This design comes from an exercise in tuning for small area, a short achievable clock period and few clock cycles per item on the open sky130 flow, not from production work. RTL that was checked went through simulation tests only; none was proved equivalent to the original. Power figures rest on the tool's default switching activity, not on a simulated workload.

== build 39 ==
Design pe_con, start of the top module:
module pe_con #(
    parameter SIZE = 16,
    parameter VECTOR_SIZE = 16,
    parameter L_RAM_SIZE = 4
) (
    input start,
    output done,
    input aclk,
    input aresetn,
    output [L_RAM_SIZE:0] rdaddr,
    input [SIZE-1:0] rddata,
    output [SIZE-1:0] wrdata
);
Size in the first run: ~460 cells after synthesis, about 110 flip-flops, about 5400 um2 of cells after synthesis.
export LEC_CHECK = 0
export CAP_MARGIN = 20
export CORE_MARGIN = 2
export CORE_UTILIZATION = 40
export CTS_BUF_LIST = sky130_fd_sc_hd__clkbuf_4 sky130_fd_sc_hd__clkbuf_8
export SETUP_SLACK_MARGIN = 4.5
export SLEW_MARGIN = 20
export SYNTH_HIERARCHICAL = 1
export SYNTH_MINIMUM_KEEP_SIZE = 0
create_clock -name core_clock -period 7.0 [get_ports {aclk}]
standard.sh (not shown) runs the stock make flow with config.mk's settings and CLKGATE_MAP_FILE= SYNTH_SCRIPT=/design/flow/synth_recipe.tcl, a recipe that flattens the netlist after the stock synthesis.
==> flow/flow/run.sh <==
#!/bin/bash
# The standard layout (standard synthesis unchanged), except that the
# port buffers are plain sky130_fd_sc_hd__buf_1 cells rather than the delay
# cells buffer_ports picks by default. Each step's full log is kept under
# orfs/logs/; make's own output goes to make_*.log here.
set -euo pipefail
bash standard.sh synth > make_synth.log 2>&1
bash standard.sh finish "BUFFER_PORTS_ARGS=-buffer_cell sky130_fd_sc_hd__buf_1" > make_finish.log 2>&1
Build 39 | status: complete | timing, DRC, antenna: pass
Testbench counts of build 39, summed over its fixed seeds: cycles 7,296, items 192.
Relative to build 39, the following input files were edited for build 23:
# build 39
export LEC_CHECK = 0
export CAP_MARGIN = 20
export CORE_MARGIN = 2
export CORE_UTILIZATION = 40
export CTS_BUF_LIST = sky130_fd_sc_hd__clkbuf_4 sky130_fd_sc_hd__clkbuf_8
export SETUP_SLACK_MARGIN = 4.5
export SLEW_MARGIN = 20
export SYNTH_HIERARCHICAL = 1
export SYNTH_MINIMUM_KEEP_SIZE = 0
create_clock -name core_clock -period 7.0 [get_ports {aclk}]
# build 23
export LEC_CHECK = 0
export CAP_MARGIN = 20
export CORE_MARGIN = 2
export CORE_UTILIZATION = 60
export CTS_BUF_LIST = sky130_fd_sc_hd__clkbuf_4 sky130_fd_sc_hd__clkbuf_8
export SETUP_SLACK_MARGIN = 4.6
export SLEW_MARGIN = 20
export SYNTH_HIERARCHICAL = 1
export SYNTH_MINIMUM_KEEP_SIZE = 0
create_clock -name core_clock -period 7.0 [get_ports {aclk}]
Results
Against build 39, die area in build 23 came out better. In build 23 the final-layout non-clock buffer area share turned out 0.72 points higher than in build 39. Cmp build 23 vs build 39: met2 routing resource usage after global routing higher in build 23. Every run in the comparison, build 39 and build 23, completed the flow with a clean layout.
--- input diff build 23..build 73 ---
# build 23
export LEC_CHECK = 0
export CAP_MARGIN = 20
export CORE_MARGIN = 2
export CORE_UTILIZATION = 60
export CTS_BUF_LIST = sky130_fd_sc_hd__clkbuf_4 sky130_fd_sc_hd__clkbuf_8
export SETUP_SLACK_MARGIN = 4.6
export SLEW_MARGIN = 20
export SYNTH_HIERARCHICAL = 1
export SYNTH_MINIMUM_KEEP_SIZE = 0
create_clock -name core_clock -period 7.0 [get_ports {aclk}]
# build 73
export LEC_CHECK = 0
export CAP_MARGIN = 20
export CORE_MARGIN = 2
export CORE_UTILIZATION = 40
export CTS_BUF_LIST = sky130_fd_sc_hd__clkbuf_16
export CTS_CLUSTER_DIAMETER = 500
export CTS_CLUSTER_SIZE = 100
export SETUP_SLACK_MARGIN = 4.6
export SLEW_MARGIN = 20
export SYNTH_HIERARCHICAL = 1
export SYNTH_MINIMUM_KEEP_SIZE = 0
create_clock -name core_clock -period 7.0 [get_ports {aclk}]
### Flow results
In the flow results for build 23 and build 73, the total length of routed met2 wires is larger on build 23.
[build 73] number of resized instances in the post-cts repair step fell 3 relative to build 23
Internal power contribution, build 73 vs build 23: up by more than 10%
Against build 23 as the reference, build 73 delivers a lower global routing usage on met1.
In build 73 the shortest period the worst path allows turned out 0.051 ns higher than in build 23.
In build 73 relative to build 23, summed area of non-filler cells in the final layout had gone up by a few percent.
Between build 23 and build 73, fraction of power consumed by combinational cells decreased.
Comparing the two runs side by side, build 73 comes out behind build 23 on half-perimeter wire length after detailed placement.
Comparing build 23 and build 73, the lower number of standard-cell rows in the floorplan is on build 23.
Re post-route clock period utilization: build 73 is 0.72 points up on build 23.
Setup changes, build 73 to build 14
# build 73
export LEC_CHECK = 0
export CAP_MARGIN = 20
export CORE_MARGIN = 2
export CORE_UTILIZATION = 40
export CTS_BUF_LIST = sky130_fd_sc_hd__clkbuf_16
export CTS_CLUSTER_DIAMETER = 500
export CTS_CLUSTER_SIZE = 100
export SETUP_SLACK_MARGIN = 4.6
export SLEW_MARGIN = 20
export SYNTH_HIERARCHICAL = 1
export SYNTH_MINIMUM_KEEP_SIZE = 0
create_clock -name core_clock -period 7.0 [get_ports {aclk}]
# build 14
export LEC_CHECK = 0
export CAP_MARGIN = 20
export CORE_MARGIN = 2
export CORE_UTILIZATION = 40
export CTS_BUF_LIST = sky130_fd_sc_hd__clkbuf_4 sky130_fd_sc_hd__clkbuf_8
export SETUP_SLACK_MARGIN = 4.7
export SLEW_MARGIN = 20
export SYNTH_HIERARCHICAL = 1
export SYNTH_MINIMUM_KEEP_SIZE = 0
create_clock -name core_clock -period 7.0 [get_ports {aclk}]
## What came out
Per the comparison of build 14 with build 73, fraction of power spent switching nets now larger; clock latency reported for the late side of the worst-skew pair now larger; peak supply drop now smaller; total combinational power now larger; final design area excluding fillers now larger. Lower wire length goes to build 73 over build 14. Build 14 vs build 73 on least setup slack across all paths after layout: build 14 is the higher one. Per the comparison of build 14 with build 73, worst hold slack up 0.0045 ns; net switching component of the power shows no meaningful change.
### build 14 -> build 55
# build 14
export LEC_CHECK = 0
export CAP_MARGIN = 20
export CORE_MARGIN = 2
export CORE_UTILIZATION = 40
export CTS_BUF_LIST = sky130_fd_sc_hd__clkbuf_4 sky130_fd_sc_hd__clkbuf_8
export SETUP_SLACK_MARGIN = 4.7
export SLEW_MARGIN = 20
export SYNTH_HIERARCHICAL = 1
export SYNTH_MINIMUM_KEEP_SIZE = 0
create_clock -name core_clock -period 7.0 [get_ports {aclk}]
# build 55
export LEC_CHECK = 0
export CAP_MARGIN = 20
export CORE_MARGIN = 2
export CORE_UTILIZATION = 40
export CTS_BUF_LIST = sky130_fd_sc_hd__clkbuf_4 sky130_fd_sc_hd__clkbuf_8
export SETUP_SLACK_MARGIN = 4.6
export SLEW_MARGIN = 20
export SYNTH_HIERARCHICAL = 1
export SYNTH_MINIMUM_KEEP_SIZE = 0
create_clock -name core_clock -period 7.0 [get_ports {aclk}]
==> run summary <==
In build 55 the total power of the final layout turned out about 2.4% lower than in build 14.
Setup slack in build 55 is smaller than in build 14.
Build 55 against build 14: met1 track utilization from global routing essentially unchanged, clock share of power decreased 1.3 points.

========
job 9760:
Another version of the RTL of pe_con (not shown whole).
For scale: ~460 cells after synthesis, roughly 110 flip-flops, about 41 I/O pins, roughly 0.0055 mm2 of cells after synthesis.
Settings: LEC_CHECK=0, CAP_MARGIN=20, CORE_MARGIN=2, CORE_UTILIZATION=40, CTS_BUF_LIST=sky130_fd_sc_hd__clkbuf_4 sky130_fd_sc_hd__clkbuf_8, SETUP_SLACK_MARGIN=4.2, SLEW_MARGIN=20, SYNTH_HIERARCHICAL=1, SYNTH_MINIMUM_KEEP_SIZE=0; clock period 7.0 ns.
Scripts as last shown in full above: flow/flow/run.sh
Testbench counts of job 9760, summed over its fixed seeds: cycles 7,296, items 192.
Setup changes, job 9760 to job 6423
# job 9760
export LEC_CHECK = 0
export CAP_MARGIN = 20
export CORE_MARGIN = 2
export CORE_UTILIZATION = 40
export CTS_BUF_LIST = sky130_fd_sc_hd__clkbuf_4 sky130_fd_sc_hd__clkbuf_8
export SETUP_SLACK_MARGIN = 4.2
export SLEW_MARGIN = 20
export SYNTH_HIERARCHICAL = 1
export SYNTH_MINIMUM_KEEP_SIZE = 0
create_clock -name core_clock -period 7.0 [get_ports {aclk}]
# job 6423
export LEC_CHECK = 0
export CAP_MARGIN = 20
export CORE_MARGIN = 2
export CORE_UTILIZATION = 40
export CTS_BUF_LIST = sky130_fd_sc_hd__clkbuf_4 sky130_fd_sc_hd__clkbuf_8
export SETUP_SLACK_MARGIN = 4.8
export SLEW_MARGIN = 20
export SYNTH_HIERARCHICAL = 1
export SYNTH_MINIMUM_KEEP_SIZE = 0
create_clock -name core_clock -period 7.0 [get_ports {aclk}]
==> comparison <==
Job 6423 reached the final stage; the timing, design-rule and antenna checks on its layout passed.
Job 6423 vs. job 9760: relative contribution of combinational cells to total power has increased; time the worst path needs with I/O delays and setup has decreased.
Vias: job 6423 above job 9760
Between job 9760 and job 6423, the wire length the detailed router placed on met1 is lower for job 9760.
Of job 9760 and job 6423, the run reporting the higher global routing usage summed across all routing layers was job 6423.
Setup changes, job 6423 to job 4462
# job 6423
export LEC_CHECK = 0
export CAP_MARGIN = 20
export CORE_MARGIN = 2
export CORE_UTILIZATION = 40
export CTS_BUF_LIST = sky130_fd_sc_hd__clkbuf_4 sky130_fd_sc_hd__clkbuf_8
export SETUP_SLACK_MARGIN = 4.8
export SLEW_MARGIN = 20
export SYNTH_HIERARCHICAL = 1
export SYNTH_MINIMUM_KEEP_SIZE = 0
create_clock -name core_clock -period 7.0 [get_ports {aclk}]
# job 4462
export LEC_CHECK = 0
export CAP_MARGIN = 20
export CORE_MARGIN = 2
export CORE_UTILIZATION = 40
export CTS_BUF_LIST = sky130_fd_sc_hd__clkbuf_4 sky130_fd_sc_hd__clkbuf_8
export SETUP_SLACK_MARGIN = 4.5
export SLEW_MARGIN = 20
export SYNTH_HIERARCHICAL = 1
export SYNTH_MINIMUM_KEEP_SIZE = 0
create_clock -name core_clock -period 7.0 [get_ports {aclk}]
==> flow/run.sh (new file) <==
#!/bin/bash
# synth_recipe.tcl (not shown) runs the flow's synth.tcl, then flattens the netlist and writes it again
# the make line also repeats each setting of config.mk as NAME=value (left out here)
make -C /OpenROAD-flow-scripts/flow DESIGN_CONFIG=/design/flow/config.mk WORK_HOME=/design/flow/orfs CLKGATE_MAP_FILE= SYNTH_SCRIPT=/design/flow/synth_recipe.tcl finish
removed: flow/flow/run.sh
removed: flow/standard.sh
## What came out
Against job 6423, job 4462 comes in 2.2% higher on power density relative to cell area.
Job 4462 against job 6423: total combinational power shows a reduction of about 7%; overall routing resource usage down 1.1 points; part of the cycle the worst path needs climbed 1.2 points.
Between job 4462 and job 6423, the difference in insertion delay of the later-clocked pin in the worst-skew pair is negligible.
Job 4462 vs. job 6423: highest clock frequency the design can meet went down by about 3.4%.
Area growth from synthesis to layout: job 4462 < job 6423
For job 710, these inputs were changed with respect to job 4462:
==> flow/flow/run.sh (new file) <==
#!/bin/bash
# The standard layout (standard synthesis unchanged), except that the
# port buffers are plain sky130_fd_sc_hd__buf_1 cells rather than the delay
# cells buffer_ports picks by default. Each step's full log is kept under
# orfs/logs/; make's own output goes to make_*.log here.
set -euo pipefail
bash standard.sh synth > make_synth.log 2>&1
bash standard.sh finish "BUFFER_PORTS_ARGS=-buffer_cell sky130_fd_sc_hd__buf_1" > make_finish.log 2>&1
==> flow/standard.sh (new file) <==
#!/bin/bash
# synth_recipe.tcl (not shown) runs the flow's synth.tcl, then flattens the netlist and writes it again
# the make line also repeats each setting of config.mk as NAME=value (left out here)
make -C /OpenROAD-flow-scripts/flow DESIGN_CONFIG=/design/flow/config.mk WORK_HOME=/design/flow/orfs CLKGATE_MAP_FILE= SYNTH_SCRIPT=/design/flow/synth_recipe.tcl "${@:-finish}"
removed: flow/run.sh
[diff] worst-case setup margin in the final layout, job 710 relative to job 4462: regression. Sequential share of layout area: job 710 vs job 4462 up 1.0 points. Summary of job 710 over job 4462: portion of the layout cell area used by clock cells now larger, buffer share of cell area went down by 3.9 points, shortest period the worst path allows +0.011 ns, wire length of the first global-routing pass -about 2%.

========
== amber ==
Another version of the RTL of pe_con (not shown whole).
For scale: ~410 cells after synthesis, roughly 110 flip-flops, ~41 I/O pins, about 0.0051 mm^2 of cells after synthesis.
Settings: LEC_CHECK=0, CAP_MARGIN=20, CORE_MARGIN=2, CORE_UTILIZATION=40, CTS_BUF_LIST=sky130_fd_sc_hd__clkbuf_4 sky130_fd_sc_hd__clkbuf_8, SETUP_SLACK_MARGIN=4.6, SLEW_MARGIN=20, SYNTH_HIERARCHICAL=1, SYNTH_MINIMUM_KEEP_SIZE=0; clock period 7.0 ns.
==> flow/flow/run.sh <==
#!/bin/bash
# The standard layout (standard synthesis unchanged), except that the
# port buffers are plain sky130_fd_sc_hd__buf_1 cells rather than the delay
# cells buffer_ports picks by default. Each step's full log is kept under
# orfs/logs/; make's own output goes to make_*.log here.
set -euo pipefail
bash standard.sh synth > make_synth.log 2>&1
bash standard.sh finish "BUFFER_PORTS_ARGS=-buffer_cell sky130_fd_sc_hd__buf_1" > make_finish.log 2>&1
amber closes out successfully: all stages finished, all timing, DRC and antenna checks passed.
Testbench counts of amber, summed over its fixed seeds: cycles 7,296, items 192.
Input-level comparison between tundra and amber:
Settings: CORE_UTILIZATION now 55, was 40.
==> run summary <==
tundra -> amber: multi-input combinational gate total delta 0, exact match. Higher met2 track demand over resource goes to tundra over amber. Register-to-register slack, tundra and amber: higher on amber. Summary: clock period minus worst slack, tundra worse than amber.
diff inputs: tundra => pepper
Settings: a change of CORE_UTILIZATION from 55 to 40; a change of SETUP_SLACK_MARGIN from 4.6 to 4.7.
--- outcome ---
- Flip-flop and latch share of the layout cell area was lower in the run labelled pepper.
- pepper against tundra: setup slack of the critical path after layout now sits higher, peak ir drop on the vdd network lower.

========
pe_con, a different RTL version from the one above (not shown whole).
Size: ~520 cells after synthesis, roughly 5600 um^2 of cells after synthesis.
export LEC_CHECK = 0
export CAP_MARGIN = 20
export CORE_MARGIN = 2
export CORE_UTILIZATION = 40
export CTS_BUF_LIST = sky130_fd_sc_hd__clkbuf_4 sky130_fd_sc_hd__clkbuf_8
export SETUP_SLACK_MARGIN = 4.5
export SLEW_MARGIN = 20
create_clock -name core_clock -period 7.0 [get_ports {aclk}]
Scripts as last shown in full above: flow/flow/run.sh
Next try:
==> flow/run.sh (new file) <==
#!/bin/bash
# synth_recipe.tcl (not shown) runs the flow's synth.tcl, then flattens the netlist and writes it again
# the make line also repeats each setting of config.mk as NAME=value (left out here)
make -C /OpenROAD-flow-scripts/flow DESIGN_CONFIG=/design/flow/config.mk WORK_HOME=/design/flow/orfs CLKGATE_MAP_FILE= SYNTH_SCRIPT=/design/flow/synth_recipe.tcl finish
removed: flow/flow/run.sh
removed: flow/standard.sh
Outcome: Fmax stays flat. Synthesized area is unchanged. Power went up by 0.31%. Final area goes up by 4.6%. Setup slack degrades by 0.0059 ns. Sequential power drops by about 0.7%.
Function was not checked in any run of this note: the RTL went through the layout flow alone.

========
== lane 1 ==
Another version of the RTL of pe_con (not shown whole).
Size in the first run: roughly 520 cells after synthesis, ~41 I/O pins, about 5600 um2 of cells after synthesis.
==> flow/design.v (excerpt) <==
module pe_con #(
    parameter SIZE = 16,
    parameter VECTOR_SIZE = 16,
    parameter L_RAM_SIZE = 4
) (
    input start,
    output done,
    input aclk,
    input aresetn,
    output [L_RAM_SIZE:0] rdaddr,
    input [SIZE-1:0] rddata,
    output [SIZE-1:0] wrdata
);
clock: 7.0 ns
lec_check: 0
cap_margin: 20
core_margin: 2
core_utilization: 40
setup_slack_margin: 4.5
slew_margin: 20
run.sh (not shown) runs the stock make flow with config.mk's settings and CLKGATE_MAP_FILE= SYNTH_SCRIPT=/design/flow/synth_recipe.tcl, a recipe that flattens the netlist after the stock synthesis.
Stock flow here: none of the scripts above is used.
Lane 1: done, clean on timing, DRC and antenna
Testbench counts of lane 1, summed over its fixed seeds: cycles 7,296, items 192.
Relative to lane 1, the following input files were edited for lane 2:
diff --git a/flow/config.mk b/flow/config.mk
--- a/flow/config.mk
+++ b/flow/config.mk
@@ -10,2 +10,3 @@
 export CORE_UTILIZATION = 40
+export CTS_BUF_LIST = sky130_fd_sc_hd__clkbuf_4 sky130_fd_sc_hd__clkbuf_8
 export SETUP_SLACK_MARGIN = 4.5
Results
- Looking at lane 2 and lane 1, the cell count is a wash.
- Diff lane 1 -> lane 2: wire length after detailed routing moved down, number of fillers in the final layout moved up.
- Between lane 1 and lane 2, the flow reports worst IR drop on VDD increasing by more than 10%.
- Lane 2 ends up with a post-CTS resize count that is 13% higher than in lane 1.
- [compare] base=lane 1 new=lane 2: sum of internal, switching and leakage power now sits lower; clock distribution power now sits lower; ratio of cells with drive above 1 in the final layout now sits higher; worst-case clock skew now sits higher; final core utilization now sits lower.
- On maximum frequency, lane 2 and lane 1 are basically level.

re-timing with driven ports:
The results above use ideal ports. As a check the final layouts listed here were re-extracted and re-timed, cells and wires unchanged.
Step 1 sets driving cells, clkbuf_16 on the clock port and buf_2 on the other inputs (assumed; they add their load-dependent delay and slew).
Step 2, shift: input delay + t, output delay - t, t = (earliest + latest rising clock arrival at the registers) / 2. This alone moves slack from input paths to output paths.
a / b / c = ideal ports / drivers / drivers and shift; a / b = the first two.
run | t (ns) | slack for setup (ns) | worst setup path at the end | slew at the worst register clock pin (ns)
build 39 | 0.400 | 4.571 / 4.571 / 4.571 | register to register | 0.10 / 0.10
build 23 | 0.397 | 4.626 / 4.616 / 4.626 | register to register | 0.12 / 0.12
build 73 | 0.383 | 4.575 / 4.575 / 4.575 | register to register | 0.07 / 0.07
build 14 | 0.409 | 4.645 / 4.645 / 4.645 | register to register | 0.11 / 0.11
build 55 | 0.405 | 4.627 / 4.598 / 4.627 | register to register | 0.10 / 0.10
job 9760 | 0.407 | 4.281 / 4.281 / 4.281 | register to register | 0.11 / 0.11
job 6423 | 0.416 | 4.605 / 4.605 / 4.605 | register to register | 0.11 / 0.11
job 4462 | 0.416 | 4.519 / 4.519 / 4.519 | register to register | 0.10 / 0.10
job 710 | 0.411 | 4.508 / 4.508 / 4.508 | register to register | 0.10 / 0.10
amber | 0.402 | 4.652 / 4.620 / 4.659 | register to register | 0.10 / 0.10
tundra | 0.386 | 4.625 / 4.625 / 4.625 | register to register | 0.12 / 0.12
pepper | 0.403 | 4.637 / 4.637 / 4.637 | register to register | 0.10 / 0.10
the first run of note 4 | 0.421 | 4.369 / 4.369 / 4.369 | register to register | 0.11 / 0.11
the second run of note 4 | 0.416 | 4.363 / 4.363 / 4.363 | register to register | 0.11 / 0.11
lane 1 | 0.391 | 4.533 / 4.522 / 4.277 | input to register | 0.07 / 0.07
lane 2 | 0.414 | 4.529 / 4.526 / 4.284 | input to register | 0.11 / 0.11
After both steps every run listed still meets setup and hold. For lane 1, which loses most, drivers alone change the setup slack by -0.011 ns; drivers and shift together by -0.256 ns.
